This is an optimization exercise on Yosys and OpenROAD, whose aim is small area, not a production implementation.
The RTL of this run was laid out without a check of its function.
Power and IR drop assume default switching activity.

### flow/run.sh
#!/bin/bash
# synth_recipe.tcl (not shown) runs the flow's synth.tcl, then flattens the netlist and writes it again
# the make line also repeats each setting of config.mk as NAME=value (left out here)
make -C /OpenROAD-flow-scripts/flow DESIGN_CONFIG=/design/flow/config.mk WORK_HOME=/design/flow/orfs CLKGATE_MAP_FILE= SYNTH_SCRIPT=/design/flow/synth_recipe.tcl finish
### flow/config.mk
export PLATFORM = sky130hd
export DESIGN_NAME = uart_bt_8digit
export DESIGN_NICKNAME = uart_bt_8digit
export VERILOG_FILES = /design/flow/design.v
export SDC_FILE = /design/flow/constraint.sdc
export NUM_CORES = 4
export LEC_CHECK = 0
export CAP_MARGIN = 20
export CORE_MARGIN = 2
export CORE_UTILIZATION = 40
export SLEW_MARGIN = 20
### flow/constraint.sdc
create_clock -name core_clock -period 10.0 [get_ports {clk}]
set_input_delay 2.0000 -clock core_clock [delete_from_list [all_inputs] [get_ports {clk}]]
set_output_delay 2.0000 -clock core_clock [all_outputs]
set_load 0.01 [all_outputs]
### flow/design.v
module uart_bt_8digit(
    input  wire       clk,
    input  wire       rst_n,
    input  wire       rx,
    output wire       tx,
    output wire [7:0] seg_dec,
    output wire [3:0] an_dec,
    output wire [7:0] seg_hex,
    output wire [3:0] an_hex,
    output wire [7:0] leds
);
    localparam [3:0] R_IDLE = 4'd0, R_RCVD = 4'd1, R_START = 4'd2,
                     R_D0 = 4'd3, R_D7 = 4'd10, R_STOP = 4'd11;
    reg [3:0] rph;
    reg [9:0] rtk;
    reg [7:0] rsh;
    reg [7:0] rdat;      
    wire rT = (rtk == 10'd0);
    wire ridle = (rph == R_IDLE) || (rph == R_RCVD);
    always @(posedge clk or negedge rst_n) begin
        if (!rst_n) rph <= R_IDLE;
        else if (ridle) rph <= rx ? R_IDLE : R_START;
        else if (rT) rph <= (rph == R_STOP) ? R_RCVD : rph + 4'd1;
    end
    always @(posedge clk) begin
        if (ridle) rtk <= 10'd434;
        else if (rT) rtk <= 10'd867;
        else rtk <= rtk - 10'd1;
    end
    always @(posedge clk)
        if (!ridle && rT && rph >= R_D0 && rph <= R_D7) rsh <= {rx, rsh[7:1]};
    always @(posedge clk or negedge rst_n) begin
        if (!rst_n) rdat <= 8'd0;
        else if (rph == R_RCVD) rdat <= rsh;
    end
    assign leds = (rph == R_RCVD) ? rsh : rdat;
    localparam [3:0] T_IDLE = 4'd0, T_PRE = 4'd1, T_SB = 4'd2,
                     T_B0 = 4'd3, T_B7 = 4'd10, T_STP = 4'd11;
    reg [3:0] tph;
    reg [9:0] ttk;
    wire tT = (ttk == 10'd0);
    always @(posedge clk or negedge rst_n) begin
        if (!rst_n) tph <= T_IDLE;
        else if (tph == T_IDLE) begin
            if (rph == R_RCVD) tph <= T_PRE;
        end else if (tph == T_PRE) tph <= T_SB;
        else if (tT) tph <= (tph == T_STP) ? T_IDLE : tph + 4'd1;
    end
    always @(posedge clk) begin
        if (tph == T_PRE || tT) ttk <= 10'd867;
        else ttk <= ttk - 10'd1;
    end
    wire [2:0] tidx = tph - T_B0;
    assign tx = (tph >= T_B0 && tph <= T_B7) ? rdat[tidx] : (tph != T_SB);
    reg [16:0] dcnt;
    reg [1:0]  sel;
    wire dT = (dcnt == 17'd99999);
    always @(posedge clk or negedge rst_n) begin
        if (!rst_n) begin
            dcnt <= 17'd0;
            sel  <= 2'd0;
        end else begin
            dcnt <= dT ? 17'd0 : dcnt + 17'd1;
            if (dT) sel <= sel + 2'd1;
        end
    end
    wire [3:0] an = ~(4'b0001 << sel);
    assign an_dec = an;
    assign an_hex = an;
    wire [3:0] hnib = sel[1] ? 4'd0 : (sel[0] ? leds[7:4] : leds[3:0]);
    wire [3:0] d_one = rdat % 10;
    wire [3:0] d_ten = (rdat / 10) % 10;
    wire [3:0] d_hun = rdat / 100;
    wire [3:0] dnib = sel[1] ? (sel[0] ? 4'd0 : d_hun) : (sel[0] ? d_ten : d_one);
    function [7:0] seg7;
        input [3:0] d;
        case (d)
            4'h0: seg7 = 8'b1100_0000;
            4'h1: seg7 = 8'b1111_1001;
            4'h2: seg7 = 8'b1010_0100;
            4'h3: seg7 = 8'b1011_0000;
            4'h4: seg7 = 8'b1001_1001;
            4'h5: seg7 = 8'b1001_0010;
            4'h6: seg7 = 8'b1000_0010;
            4'h7: seg7 = 8'b1111_1000;
            4'h8: seg7 = 8'b1000_0000;
            4'h9: seg7 = 8'b1001_0000;
            4'hA: seg7 = 8'b1000_1000;
            4'hB: seg7 = 8'b1000_0011;
            4'hC: seg7 = 8'b1100_0110;
            4'hD: seg7 = 8'b1010_0001;
            4'hE: seg7 = 8'b1000_0110;
            default: seg7 = 8'b1000_1110;
        endcase
    endfunction
    assign seg_hex = seg7(hnib);
    assign seg_dec = seg7(dnib);
endmodule
==> summary.txt <==
Worst Setup SP=rdat[3]; Lkg Pwr=2.55 nW; min Tclk post-route=9240 ps; synth cell count leaders=70 x nor2_1, 61 x nand2_1, 42 x o21ai_0, 38 x ha_1, 37 x inv_1; FILL cells=1385; number of synthesized flops with an enable pin=8; Critical Path Start Type=flip-flop; H-tree depth=3; CTS Buffer Depth=2; CTS Sinks=63; crit share post-route=0.924; Critical Path Max Stage Delay=580 ps; sequential share of the synthesized area=0.271; crit path max-delay cell type=o21ai_0; mapped cell area=0.00560 mm2; P&R area growth vs syn=12.2%; num ports=36; synthesized area per cell=8.18 um2; max-slew violations=0; Critical Path AT=7240 ps; residual DRC count=0; WP buf/inv=4; critical-path maximum fanout=21; core area=0.0138 mm2; DIE WIDTH=122 um; top cells by area, synth=dfrtp_1 16%, ha_1 8.5%, dfxtp_1 7.2%; Synth Register Bits=63; # port buffers=33; initial antenna violation count=0; Multi-input gate area=0.00374 mm2; n_diodes=0; Worst-Skew Late Latency=320 ps; Core Util, Final=0.456; total track usage=0.188; die area=0.0150 mm2; CTS tree=done; Most used DFF post-synth=dfrtp_1; Reg clk slew, reported paths=50 ps; pwr dens=88.7 mW/mm2; Final ANT Viol Nets=0; count leader, synth=nor2_1; clock buffer count from CTS=9; Worst Path Required=8000 ps; most frequent CP cell=ha_1; final hold vios=0; Die Y=122 um; Hold Path Stages=1; Max Cap Violations=0; hold crit path type=reg2reg; DRT Pass-1 Iters=5; crit-path cells=buf_4, clkinv_1, ha_1, nand2b_1, a21o_1, ha_1, nor4_4, a211oi_2, o31ai_1, a21oi_1, o2111ai_1, and2_1, inv_1, ha_1, a211o_1, a311o_1, nor3_4, o22ai_1, o21ai_0, ha_1, or4b_1, o311ai_1, clkdlybuf4s50_1; yosys warns=1; first-pass GRT wire length=22800 um; slew at the pin closest to its max-slew limit=984 ps; Reg-to-Reg Start=rtk[4]; WL final=13400 um; post-DP HPWL=10000 um; FF-to-FF End=rsh[2]; Slew Limit Headroom=0.343; f_max=108 MHz; CP top delay family=compound AO/OA/AOI/OAI gates; Remaining Overflow, GRT=0; Initial Util=0.406; Cell Rows=43; nets=735; routed len/inst=15.3 um; post-CTS sizing=0; critical path type=reg2out; largest net degree at the start of global routing=36; total number of vias=5049; share of cells above drive strength 1=0.0873; Cells after Synth=684; Clock Tree Root=clkbuf_16; area leader, netlist=dfrtp_1; Placer Congestion=0.904; Yosys cell types=98; r2r setup slk=6830 ps; Setup Buffers After CTS=0; post-synth top area share=0.157; Clock Skew=9.01 ps; number of global-route vias before repair=4695; vias per cell=5.74; Initial DRC Count=307; Crit. End Element=output port; RSZ-0062 raised after global routing=no; HP Start=ttk[0]; setup TNS=0 ps; Final setup viols=0; Worst VDD drop=0.112 mV; Async SR Flop Fraction=0.556; WHS Endpoint=ttk[0]; register area=0.00152 mm2; r2r worst-path depth=4; CTS Hold Buffers Added=0; status=no timing/DRC/antenna violations
worst max-delay path by stage:
stage / cells after the start / endpoint
2_1_floorplan: 24 / seg_dec[0]
3_3_place_gp: 23 / seg_dec[0]
5_1_grt: 27 / seg_dec[0]
6_report: 23 / seg_dec[0]
3_5_place_dp: 23 / seg_dec[0]
4_1_cts: 23 / seg_dec[0]
worst reg2reg max path, delay by kind of cell (launching register included):
kind             cells  cell delay, ps
AND/OR/NAND/NOR      4            2510
flip-flops           1             320
state kept, by name, indices dropped and copies added, names as in the netlist:
name	cells
rtk	10
dcnt	17
ttk	10
rdat	8
sel	2
tph	4
rph	4
rsh	8
report_power, final:
part / total [mW] / switching [mW] / internal, mW
Combinational: 0.00413 / 0.00319 / 0.000938
Clock: 0.294 / 0.102 / 0.192
Sequential: 0.258 / 0 / 0.258
cells in the final DEF, fill, tap and decap left out, types with 9 or more instances in the layout:
cell type        count
inv_1               37
dfxtp_1             20
nor2b_1             10
nand3_1             21
a21oi_1             35
clkbuf_16            9
clkdlybuf4s50_1     33
xnor2_1             24
nand2b_1            10
nor4_1               9
nor2_1              69
o21ai_0             42
nand2_1             61
dfrtp_1             35
nand4_1             13
mux2i_1             11
ha_1                38
nor3_1              19
xor2_1               9
logic make-up after synthesis:
logic type | after synthesis | synth area share
AND/OR/NAND/NOR | 267 | 0.243
buffers and inverters | 79 | 0.0619
XOR/XNOR | 35 | 0.0575
other | 1 | 0.000670
AO/OA/AOI/OAI | 180 | 0.237
multiplexers | 20 | 0.0418
flip-flops | 63 | 0.271
adder cells (fa/ha/maj) | 39 | 0.0868
final cells by class:
type / count / area share
repair buffers: 38 / 0.0586
inverters: 39 / 0.0233
flip-flops and latches: 63 / 0.242
clock buffers: 12 / 0.0377
multi-input cells: 543 / 0.596
clock inverters: 4 / 0.00737
well taps: 180 / 0.0359
metal layers:
layer / global-route usage / wire, um / vias to the layer above
met3: 0.0288 / 490 / 14
met1: 0.257 / 6270 / 2432
met4: 0.0445 / 127 / 0
li1: - / - / 2484
met5: 0 / 0 / -
met2: 0.311 / 6560 / 119
stage by stage:
stage	instances	setup WS [ps]	hold slack, ps	cell area, um2	power [mW]
2_1_floorplan	685	2190	371	5600	0.264
5_1_grt	879	70.3	428	6280	0.582
4_1_cts	879	694	401	6270	0.566
6_report	879	758	398	6280	0.557
3_3_place_gp	863	1330	379	5990	0.267
3_5_place_dp	863	1060	390	5990	0.267

-- what the ideal ports hide --
No port has a modelled driver above. Below, the same layout with a new extraction and two added sets of constraints.
Step 1 assumes that a clkbuf_16 drives the clock port and a buf_2 every other input.
Step 2 moves the port delays by t, midway between the first and last clock arrival at a register: inputs arrive t later, outputs are due t later. That takes back most of the time a late clock gives input paths.
Slacks: no drivers / after step 1 / after step 2; pairs: no drivers / after step 1.
shift t [ns]: 0.351
setup WS [ns]: 0.758 / 0.725 / 1.076
worst setup path after step 2: register to output
worst slew at a driven data input, ns: 0.03
After both steps this run still meets setup and hold. The setup slack of this run moves by -0.033 ns with the drivers and by +0.318 ns with both steps.
